Background: an optimization exercise with open tools, aiming at small area, a short achievable clock period and few clock cycles. Do not read the settings as production practice. RTL that was checked went through simulation tests only; none was proved equivalent to the original. Power is estimated from default activity; no workload was simulated.

==> inputs of v27 <==
==> flow/design.v (excerpt) <==
module fp_mult(A, B, clk, reset, C, done, flow);
    input [31:0] A, B;
    input clk;
    input reset;
    output [31:0] C;
    output done;
    output [1:0] flow;
    wire be0_one = B[0] ^ 1'b0;
    wire be0_two = (B[1] & ~B[0] & ~1'b0) | (~B[1] & B[0] & 1'b0);
    wire be0_neg = B[1];
    wire be0_x0 = (A[0] ^ B[1]);
    wire be0_x1 = (A[1] ^ B[1]);
    wire be0_x2 = (A[2] ^ B[1]);
    wire be0_x3 = (A[3] ^ B[1]);
    wire be0_x4 = (A[4] ^ B[1]);
    wire be0_x5 = (A[5] ^ B[1]);
    wire be0_x6 = (A[6] ^ B[1]);
    wire be0_x7 = (A[7] ^ B[1]);
    wire be0_x8 = (A[8] ^ B[1]);
    wire be0_x9 = (A[9] ^ B[1]);
    wire be0_x10 = (A[10] ^ B[1]);
    wire be0_x11 = (A[11] ^ B[1]);
    wire be0_x12 = (A[12] ^ B[1]);
    wire be0_x13 = (A[13] ^ B[1]);
    wire be0_x14 = (A[14] ^ B[1]);
    wire be0_x15 = (A[15] ^ B[1]);
    wire be0_x16 = (A[16] ^ B[1]);
    wire be0_x17 = (A[17] ^ B[1]);
    wire be0_x18 = (A[18] ^ B[1]);
    wire be0_x19 = (A[19] ^ B[1]);
    wire be0_x20 = (A[20] ^ B[1]);
    wire be0_x21 = (A[21] ^ B[1]);
    wire be0_x22 = (A[22] ^ B[1]);
    wire be0_x23 = ~B[1];
    wire pp1 = (be0_one & be0_x0) | (be0_two & B[1]);
    wire pp2 = (be0_one & be0_x1) | (be0_two & be0_x0);
    wire pp3 = (be0_one & be0_x2) | (be0_two & be0_x1);
    wire pp4 = (be0_one & be0_x3) | (be0_two & be0_x2);
    wire pp5 = (be0_one & be0_x4) | (be0_two & be0_x3);
    wire pp6 = (be0_one & be0_x5) | (be0_two & be0_x4);
    wire pp7 = (be0_one & be0_x6) | (be0_two & be0_x5);
  ...
==> flow/config.mk <==
export PLATFORM = sky130hd
export DESIGN_NAME = fp_mult
export DESIGN_NICKNAME = fp_mult
export VERILOG_FILES = /design/flow/design.v
export SDC_FILE = /design/flow/constraint.sdc
export NUM_CORES = 4
export LEC_CHECK = 0
export ABC_AREA = 1
export CAP_MARGIN = 20
export CORE_MARGIN = 2
export CORE_UTILIZATION = 40
export SLEW_MARGIN = 20
export SYNTH_HIERARCHICAL = 1
==> flow/constraint.sdc <==
create_clock -name core_clock -period 5.0 [get_ports {clk}]
set_input_delay 1.0000 -clock core_clock [delete_from_list [all_inputs] [get_ports {clk}]]
set_output_delay 1.0000 -clock core_clock [all_outputs]
set_load 0.01 [all_outputs]
standard.sh (not shown) runs the stock make flow with config.mk's settings and CLKGATE_MAP_FILE= SYNTH_SCRIPT=/design/flow/synth_recipe.tcl, a recipe that flattens the netlist after the stock synthesis.
==> flow/flow/run.sh <==
#!/bin/bash
set -o pipefail
export BUFFER_PORTS_ARGS="-buffer_cell sky130_fd_sc_hd__buf_4"
bash standard.sh > standard.log 2>&1
==> v23 (differences from v27) <==
--- a/flow/design.v
+++ b/flow/design.v
@@ -1337,16 +1337,13 @@
     wire P1019 = 1'b0;
     reg [57:0] r_m;           
     reg [8:0] r_esum;
     reg r_sign;
     reg r_done;
-    wire [57:0] m_next;
-    hold_mux #(.W(58)) u_hold (.load(reset), .q(r_m), .d({s564, c545, s544, c525, P1019, G1018, s938, c937, c933, s936, s932, c929, c923, s928, s922, c917, c909, s916, s908, c901, c891, s900, s890, c881, c869, s880, s868, c857, c843, s856, s842, c829, c813, s828, s812, c797, c779, s796, s778, c761, c741, s760, s740, c721, c699, s720, s698, c677, s676, c653, c629, s652, s628, c607, c585, s606, s584, c565}), .y(m_next));
-    always @(posedge clk)
-        r_m <= m_next;
     always @(posedge clk) begin
         if (reset) begin
+            r_m <= {s564, c545, s544, c525, P1019, G1018, s938, c937, c933, s936, s932, c929, c923, s928, s922, c917, c909, s916, s908, c901, c891, s900, s890, c881, c869, s880, s868, c857, c843, s856, s842, c829, c813, s828, s812, c797, c779, s796, s778, c761, c741, s760, s740, c721, c699, s720, s698, c677, s676, c653, c629, s652, s628, c607, c585, s606, s584, c565};
             r_esum <= {1'b0, A[30:23]} + {1'b0, B[30:23]};
             r_sign <= A[31] ^ B[31];
             r_done <= 1'b1;
         end
     end
@@ -1561,12 +1558,5 @@
     input a, b;
     output s, co;
     assign s = a ^ b;
     assign co = a & b;
 endmodule
-module hold_mux(load, q, d, y);
-    parameter W = 1;
-    input load;
-    input [W-1:0] q, d;
-    output [W-1:0] y;
-    assign y = load ? d : q;
-endmodule
==> notes <==
- v27 finished with setup timing left. v23 went through all stages and came out clean.
- Of v27 and v23, v23 has the higher worst hold slack (gap 500 ps).
- Against v23, the worst setup slack of v27 is worse by 93 ps.
- In v23 the die area is smaller than in v27, by about 1.2%.
- In clock-buffer cell count, v23 and v27 do not differ.
- Between v27 and v23, the lower via count is in v23 (gap 3.9%, measured against v23).
- Against v23, the critical path depth of v27 is lower by 1.
- Cell area: v27 is larger than v23 (0.90%).
- Of v23 and v27, v23 has the higher fmax (gap about 2%, measured against v27).
- Of v27 and v23, v23 has the higher sequential share of layout area (gap 2.7 points).
- In flip-flop and latch count, v23 and v27 do not differ.
==> figures <==
Via density: v23 5.52; v27 5.45
Die Y: v23 215 microns; v27 216 microns
Inserted Diodes: v23 1; v27 0
Slew of the pin with the lowest slew margin: v23 900 ps; v27 952 ps
Total power: v23 17800 uW; v27 15200 uW
Multi-input combinational area share: v23 0.687; v27 0.721
Switching part of the total power: v23 0.523; v27 0.530
Fin worst setup slack: v23 89.9 ps; v27 -2.85 ps
Synthesized instance count: v23 2091; v27 2281
Combinational logic power: v23 15700 uW; v27 13500 uW
Critical path's largest stage delay: v23 370 ps; v27 380 ps
Global routing met3 resource utilization: v23 0.0470; v27 0.0304
Worst hold endpoint: v23 r_sign; v27 r_m[29]
Mean post-synth cell area: v23 8.49 sq um; v27 7.88 sq um
Net count of the mapped netlist: v23 2557; v27 2747
Highest net fanout along the worst path: v23 8; v27 5
Result of the run: v23 timing/DRC/antenna clean; v27 failed layout checks
Reasons for failing layout checks: v23 -; v27 setup timing
Crit path launch: v23 r_m[2]; v27 r_m[3]
Total area of multi-input combinational cells: v23 14800 sq um; v27 15700 sq um
Post-detailed-route wirelength per cell: v23 21.4 microns; v27 20.7 microns
Data arrival time of the critical path: v23 3910 ps; v27 4000 ps
No functional check of the RTL was part of any run of this note.

* * *

==> run a: inputs <==
Another version of the RTL of fp_mult (not shown whole).
## fp_mult
module fp_mult(A, B, clk, reset, C, done, flow);
    input [31:0] A, B;
    input clk;
    input reset;
    output [31:0] C;
    output done;
    output [1:0] flow;
    wire be0_one = B[0] ^ 1'b0;
    wire be0_two = (B[1] & ~B[0] & ~1'b0) | (~B[1] & B[0] & 1'b0);
    wire be0_neg = B[1];
    wire pp1 = ((be0_one & A[0])) ^ be0_neg;
    wire pp2 = ((be0_one & A[1]) | (be0_two & A[0])) ^ be0_neg;
    wire pp3 = ((be0_one & A[2]) | (be0_two & A[1])) ^ be0_neg;
    wire pp4 = ((be0_one & A[3]) | (be0_two & A[2])) ^ be0_neg;
    wire pp5 = ((be0_one & A[4]) | (be0_two & A[3])) ^ be0_neg;
    wire pp6 = ((be0_one & A[5]) | (be0_two & A[4])) ^ be0_neg;
    wire pp7 = ((be0_one & A[6]) | (be0_two & A[5])) ^ be0_neg;
    wire pp8 = ((be0_one & A[7]) | (be0_two & A[6])) ^ be0_neg;
    wire pp9 = ((be0_one & A[8]) | (be0_two & A[7])) ^ be0_neg;
    wire pp10 = ((be0_one & A[9]) | (be0_two & A[8])) ^ be0_neg;
    wire pp11 = ((be0_one & A[10]) | (be0_two & A[9])) ^ be0_neg;
  ...
clock: 5.0 ns
lec_check: 0
abc_area: 1
cap_margin: 20
core_margin: 2
core_utilization: 40
slew_margin: 20
synth_hierarchical: 1
Scripts as last shown in full above: flow/flow/run.sh
==> inputs of run b, as changes to run a <==
--- a/flow/design.v
+++ b/flow/design.v
@@ -1019,86 +1019,68 @@
     always @(posedge clk) begin
         if (reset) begin
             r_m <= {s564, c545, s544, c525, s524, s522, s506, c489, s488, c473, s472, c457, s456, c443, s442, c429, s428, s426, P971, G970, P969, G968, s906, c905, c901, s904, s900, c897, c891, s896, s890, c885, c877, s884, s876, c869, s868, c859, c849, s858, s848, c839, c829, s838, c827, s828, c817, s816, c805, s814, s804, c791, c777, s790, c775, s776, c761, c745, s760, c743, s744, c727, c709, s726, c707, s708, c689, s688, c669, s686, s668, c647, s646, c625, c605, s624, c603, c585, s604, c583, s584, c565};
             r_esum <= {1'b0, A[30:23]} + {1'b0, B[30:23]};
             r_sign <= A[31] ^ B[31];
             r_done <= 1'b1;
         end
     end
-    wire s972;
-    xor_cell u_s972 (.a(r_m[0]), .b(r_m[1]), .y(s972));
-    wire c973 = r_m[0] & r_m[1];
+    wire s972, c973;
+    ha_cell u_s972 (.a(r_m[0]), .b(r_m[1]), .s(s972), .co(c973));
     wire s974, c975;
     fa_cell u_s974 (.a(r_m[2]), .b(r_m[3]), .c(r_m[4]), .s(s974), .co(c975));
     wire s976, c977;
     fa_cell u_s976 (.a(r_m[5]), .b(r_m[6]), .c(r_m[7]), .s(s976), .co(c977));
-    wire s978;
-    xor_cell u_s978 (.a(r_m[8]), .b(r_m[9]), .y(s978));
-    wire c979 = r_m[8] & r_m[9];
-    wire s980;
-    xor_cell u_s980 (.a(r_m[10]), .b(r_m[11]), .y(s980));
-    wire c981 = r_m[10] & r_m[11];
+    wire s978, c979;
+    ha_cell u_s978 (.a(r_m[8]), .b(r_m[9]), .s(s978), .co(c979));
+    wire s980, c981;
+    ha_cell u_s980 (.a(r_m[10]), .b(r_m[11]), .s(s980), .co(c981));
     wire s982, c983;
     fa_cell u_s982 (.a(r_m[12]), .b(r_m[13]), .c(r_m[14]), .s(s982), .co(c983));
-    wire s984;
-    xor_cell u_s984 (.a(r_m[15]), .b(r_m[16]), .y(s984));
-    wire c985 = r_m[15] & r_m[16];
+    wire s984, c985;
+    ha_cell u_s984 (.a(r_m[15]), .b(r_m[16]), .s(s984), .co(c985));
     wire s986, c987;
     fa_cell u_s986 (.a(r_m[17]), .b(r_m[18]), .c(r_m[19]), .s(s986), .co(c987));
-    wire s988;
-    xor_cell u_s988 (.a(r_m[20]), .b(r_m[21]), .y(s988));
-    wire c989 = r_m[20] & r_m[21];
+    wire s988, c989;
+    ha_cell u_s988 (.a(r_m[20]), .b(r_m[21]), .s(s988), .co(c989));
     wire s990, c991;
     fa_cell u_s990 (.a(r_m[22]), .b(r_m[23]), .c(r_m[24]), .s(s990), .co(c991));
-    wire s992;
-    xor_cell u_s992 (.a(r_m[25]), .b(r_m[26]), .y(s992));
-    wire c993 = r_m[25] & r_m[26];
+    wire s992, c993;
+    ha_cell u_s992 (.a(r_m[25]), .b(r_m[26]), .s(s992), .co(c993));
     wire s994, c995;
     fa_cell u_s994 (.a(r_m[27]), .b(r_m[28]), .c(r_m[29]), .s(s994), .co(c995));
-    wire s996;
-    xor_cell u_s996 (.a(r_m[30]), .b(r_m[31]), .y(s996));
-    wire c997 = r_m[30] & r_m[31];
+    wire s996, c997;
+    ha_cell u_s996 (.a(r_m[30]), .b(r_m[31]), .s(s996), .co(c997));
     wire s998, c999;
     fa_cell u_s998 (.a(r_m[32]), .b(r_m[33]), .c(r_m[34]), .s(s998), .co(c999));
-    wire s1000;
-    xor_cell u_s1000 (.a(r_m[35]), .b(r_m[36]), .y(s1000));
-    wire c1001 = r_m[35] & r_m[36];
+    wire s1000, c1001;
+    ha_cell u_s1000 (.a(r_m[35]), .b(r_m[36]), .s(s1000), .co(c1001));
     wire s1002, c1003;
     fa_cell u_s1002 (.a(r_m[37]), .b(r_m[38]), .c(r_m[39]), .s(s1002), .co(c1003));
-    wire s1004;
-    xor_cell u_s1004 (.a(r_m[40]), .b(r_m[41]), .y(s1004));
-    wire c1005 = r_m[40] & r_m[41];
-    wire s1006;
-    xor_cell u_s1006 (.a(r_m[42]), .b(r_m[43]), .y(s1006));
-    wire c1007 = r_m[42] & r_m[43];
-    wire s1008;
-    xor_cell u_s1008 (.a(r_m[44]), .b(r_m[45]), .y(s1008));
-    wire c1009 = r_m[44] & r_m[45];
-    wire s1010;
-    xor_cell u_s1010 (.a(r_m[46]), .b(r_m[47]), .y(s1010));
-    wire c1011 = r_m[46] & r_m[47];
-    wire s1012;
-    xor_cell u_s1012 (.a(r_m[48]), .b(r_m[49]), .y(s1012));
-    wire c1013 = r_m[48] & r_m[49];
-    wire s1014;
-    xor_cell u_s1014 (.a(r_m[50]), .b(r_m[51]), .y(s1014));
-    wire c1015 = r_m[50] & r_m[51];
-    wire s1016;
-    xor_cell u_s1016 (.a(r_m[52]), .b(r_m[53]), .y(s1016));
-    wire c1017 = r_m[52] & r_m[53];
-    wire s1018;
-    xor_cell u_s1018 (.a(r_m[54]), .b(r_m[55]), .y(s1018));
-    wire c1019 = r_m[54] & r_m[55];
-    wire s1020;
-    xor_cell u_s1020 (.a(r_m[56]), .b(r_m[57]), .y(s1020));
-    wire c1021 = r_m[56] & r_m[57];
-    wire s1022;
-    xor_cell u_s1022 (.a(r_m[58]), .b(r_m[59]), .y(s1022));
-    wire c1023 = r_m[58] & r_m[59];
+    wire s1004, c1005;
+    ha_cell u_s1004 (.a(r_m[40]), .b(r_m[41]), .s(s1004), .co(c1005));
+    wire s1006, c1007;
+    ha_cell u_s1006 (.a(r_m[42]), .b(r_m[43]), .s(s1006), .co(c1007));
+    wire s1008, c1009;
+    ha_cell u_s1008 (.a(r_m[44]), .b(r_m[45]), .s(s1008), .co(c1009));
+    wire s1010, c1011;
+    ha_cell u_s1010 (.a(r_m[46]), .b(r_m[47]), .s(s1010), .co(c1011));
+    wire s1012, c1013;
+    ha_cell u_s1012 (.a(r_m[48]), .b(r_m[49]), .s(s1012), .co(c1013));
+    wire s1014, c1015;
+    ha_cell u_s1014 (.a(r_m[50]), .b(r_m[51]), .s(s1014), .co(c1015));
+    wire s1016, c1017;
+    ha_cell u_s1016 (.a(r_m[52]), .b(r_m[53]), .s(s1016), .co(c1017));
+    wire s1018, c1019;
+    ha_cell u_s1018 (.a(r_m[54]), .b(r_m[55]), .s(s1018), .co(c1019));
+    wire s1020, c1021;
+    ha_cell u_s1020 (.a(r_m[56]), .b(r_m[57]), .s(s1020), .co(c1021));
+    wire s1022, c1023;
+    ha_cell u_s1022 (.a(r_m[58]), .b(r_m[59]), .s(s1022), .co(c1023));
     wire g1024 = r_m[64] & r_m[65];
     wire p1025 = r_m[64] ^ r_m[65];
     wire g1026 = r_m[66] & r_m[67];
     wire p1027 = r_m[66] ^ r_m[67];
     wire g1028 = r_m[68] & r_m[69];
     wire p1029 = r_m[68] ^ r_m[69];
     wire g1030 = r_m[70] & r_m[71];
     wire p1031 = r_m[70] ^ r_m[71];
@@ -1133,42 +1115,17 @@
     wire G1060 = G1052 | (P1053 & G1058);
     wire P1061 = 1'b0;
     wire cin = G1060;
     wire [25:0] r_a = {c1021, c1019, c1017, c1015, c1013, c1011, c1009, c1007, c1005, s1004, c1001, s1000, c997, s996, c993, s992, c989, s988, c985, s984, c981, c979, s978, c975, c973, s972};
     wire [24:0] r_b = {s1022, s1020, s1018, s1016, s1014, s1012, s1010, s1008, s1006, c1003, s1002, c999, s998, c995, s994, c991, s990, c987, s986, c983, s982, s980, c977, s976, s974};
     wire [24:0] xa = r_a[25:1];
     wire [24:0] xb = r_b;
     wire [24:0] gg = xa & xb;
-    wire [24:0] pp;
-    xor_cell u_pp0 (.a(xa[0]), .b(xb[0]), .y(pp[0]));
-    xor_cell u_pp1 (.a(xa[1]), .b(xb[1]), .y(pp[1]));
-    xor_cell u_pp2 (.a(xa[2]), .b(xb[2]), .y(pp[2]));
-    xor_cell u_pp3 (.a(xa[3]), .b(xb[3]), .y(pp[3]));
-    xor_cell u_pp4 (.a(xa[4]), .b(xb[4]), .y(pp[4]));
-    xor_cell u_pp5 (.a(xa[5]), .b(xb[5]), .y(pp[5]));
-    xor_cell u_pp6 (.a(xa[6]), .b(xb[6]), .y(pp[6]));
-    xor_cell u_pp7 (.a(xa[7]), .b(xb[7]), .y(pp[7]));
-    xor_cell u_pp8 (.a(xa[8]), .b(xb[8]), .y(pp[8]));
-    xor_cell u_pp9 (.a(xa[9]), .b(xb[9]), .y(pp[9]));
-    xor_cell u_pp10 (.a(xa[10]), .b(xb[10]), .y(pp[10]));
-    xor_cell u_pp11 (.a(xa[11]), .b(xb[11]), .y(pp[11]));
-    xor_cell u_pp12 (.a(xa[12]), .b(xb[12]), .y(pp[12]));
-    xor_cell u_pp13 (.a(xa[13]), .b(xb[13]), .y(pp[13]));
-    xor_cell u_pp14 (.a(xa[14]), .b(xb[14]), .y(pp[14]));
-    xor_cell u_pp15 (.a(xa[15]), .b(xb[15]), .y(pp[15]));
-    xor_cell u_pp16 (.a(xa[16]), .b(xb[16]), .y(pp[16]));
-    xor_cell u_pp17 (.a(xa[17]), .b(xb[17]), .y(pp[17]));
-    xor_cell u_pp18 (.a(xa[18]), .b(xb[18]), .y(pp[18]));
-    xor_cell u_pp19 (.a(xa[19]), .b(xb[19]), .y(pp[19]));
-    xor_cell u_pp20 (.a(xa[20]), .b(xb[20]), .y(pp[20]));
-    xor_cell u_pp21 (.a(xa[21]), .b(xb[21]), .y(pp[21]));
-    xor_cell u_pp22 (.a(xa[22]), .b(xb[22]), .y(pp[22]));
-    xor_cell u_pp23 (.a(xa[23]), .b(xb[23]), .y(pp[23]));
-    xor_cell u_pp24 (.a(xa[24]), .b(xb[24]), .y(pp[24]));
+    wire [24:0] pp = xa ^ xb;
     wire G0_1 = gg[1] | (pp[1] & gg[0]);
     wire P0_1 = pp[1] & pp[0];
     wire G0_3 = gg[3] | (pp[3] & gg[2]);
     wire P0_3 = pp[3] & pp[2];
     wire G0_5 = gg[5] | (pp[5] & gg[4]);
     wire P0_5 = pp[5] & pp[4];
     wire G0_7 = gg[7] | (pp[7] & gg[6]);
     wire P0_7 = pp[7] & pp[6];
@@ -1305,13 +1262,8 @@
     assign co = (a & b) | (a & c) | (b & c);
 endmodule
 module ha_cell(a, b, s, co);
     input a, b;
     output s, co;
     assign s = a ^ b;
     assign co = a & b;
 endmodule
-module xor_cell(a, b, y);
-    input a, b;
-    output y;
-    assign y = a ^ b;
-endmodule
==> notes <==
- Non-clock buffer count: run a is higher than run b (5).
- Of run a and run b, run a has the higher synthesized area (gap 1.8%, measured against run b).
- Against run b, the design area of run a is higher by about 2.6%.
- Against run b, the die area of run a is higher by about 1.8%.
- In run b the hold slack is better than in run a, by 0.024 ns.
- Between run b and run a, the lower setup slack is in run b (gap 0.055 ns).
- In count of clock-buffer cells in the layout, run b and run a do not differ.
- Of run a and run b, run a has the higher sequential power (gap about 5%, measured against run b).
==> figures <==
	run b	run a
Status	complete, no violations	complete, no violations
Max rail drop VDD	0.531 mV	0.724 mV
Wire length of the first global-routing pass	93800 um	97100 um
Horiz. Die Dim	219 um	221 um
Delay of the slowest critical-path stage	0.57 ns	0.59 ns
Number of cells on the critical path	23	26
Post-synthesis instance total	2116	2341
Capture point of the worst path	C[23]	C[16]
XOR/XNOR share of the synthesized area	14.3%	13.8%
Share of synthesized area spent on multiplexers	0.216%	0%
Overall routing resource usage	25.5%	25.6%
Chip Height	219 um	221 um
Clock input transition at the sequential cells of the worst setup and hold paths	0.08 ns	0.07 ns
Fraction of final layout cells with drive strength greater than 1	16.6%	14.5%
Cells after DPL	2788	3022
Number of fill cells	4445	4573
Max Fclk	0.206 GHz	0.208 GHz
Routed length on met2	27500 um	27700 um
Testbench counts of run b, summed over its fixed seeds: cycles 2,400.
No functional check of the RTL was part of run a.

## separate check: timing with driven ports
Ports are ideal in the flow. The routed layouts listed here were re-timed in OpenROAD.
Step 1, drivers: a clkbuf_16 drives clk and a buf_2 each remaining input, both assumed.
Step 2 moves the port delays by t, midway between the first and last clock arrival at a register: inputs arrive t later, outputs are due t later. That takes back most of the time a late clock gives input paths.
Three values: no drivers, after step 1, after step 2; two values: the first two.
run	t (ns)	setup slack, ns	hold WS [ns]	worst setup path after step 2
v27	0.394	-0.003 / -0.050 / -0.215	0.450 / 0.450 / 0.450	input to register
v23	0.395	0.090 / 0.042 / -0.238	0.953 / 0.934 / 1.329	input to register
run a	0.435	0.191 / 0.138 / 0.040	0.896 / 0.873 / 1.308	input to register
run b	0.412	0.136 / 0.091 / -0.036	0.921 / 0.903 / 1.315	input to register
With both steps, setup timing fails in v23 and run b, where it was met with ideal ports. The setup slack of v23, which loses most, moves by -0.048 ns with the drivers and by -0.328 ns with both steps.
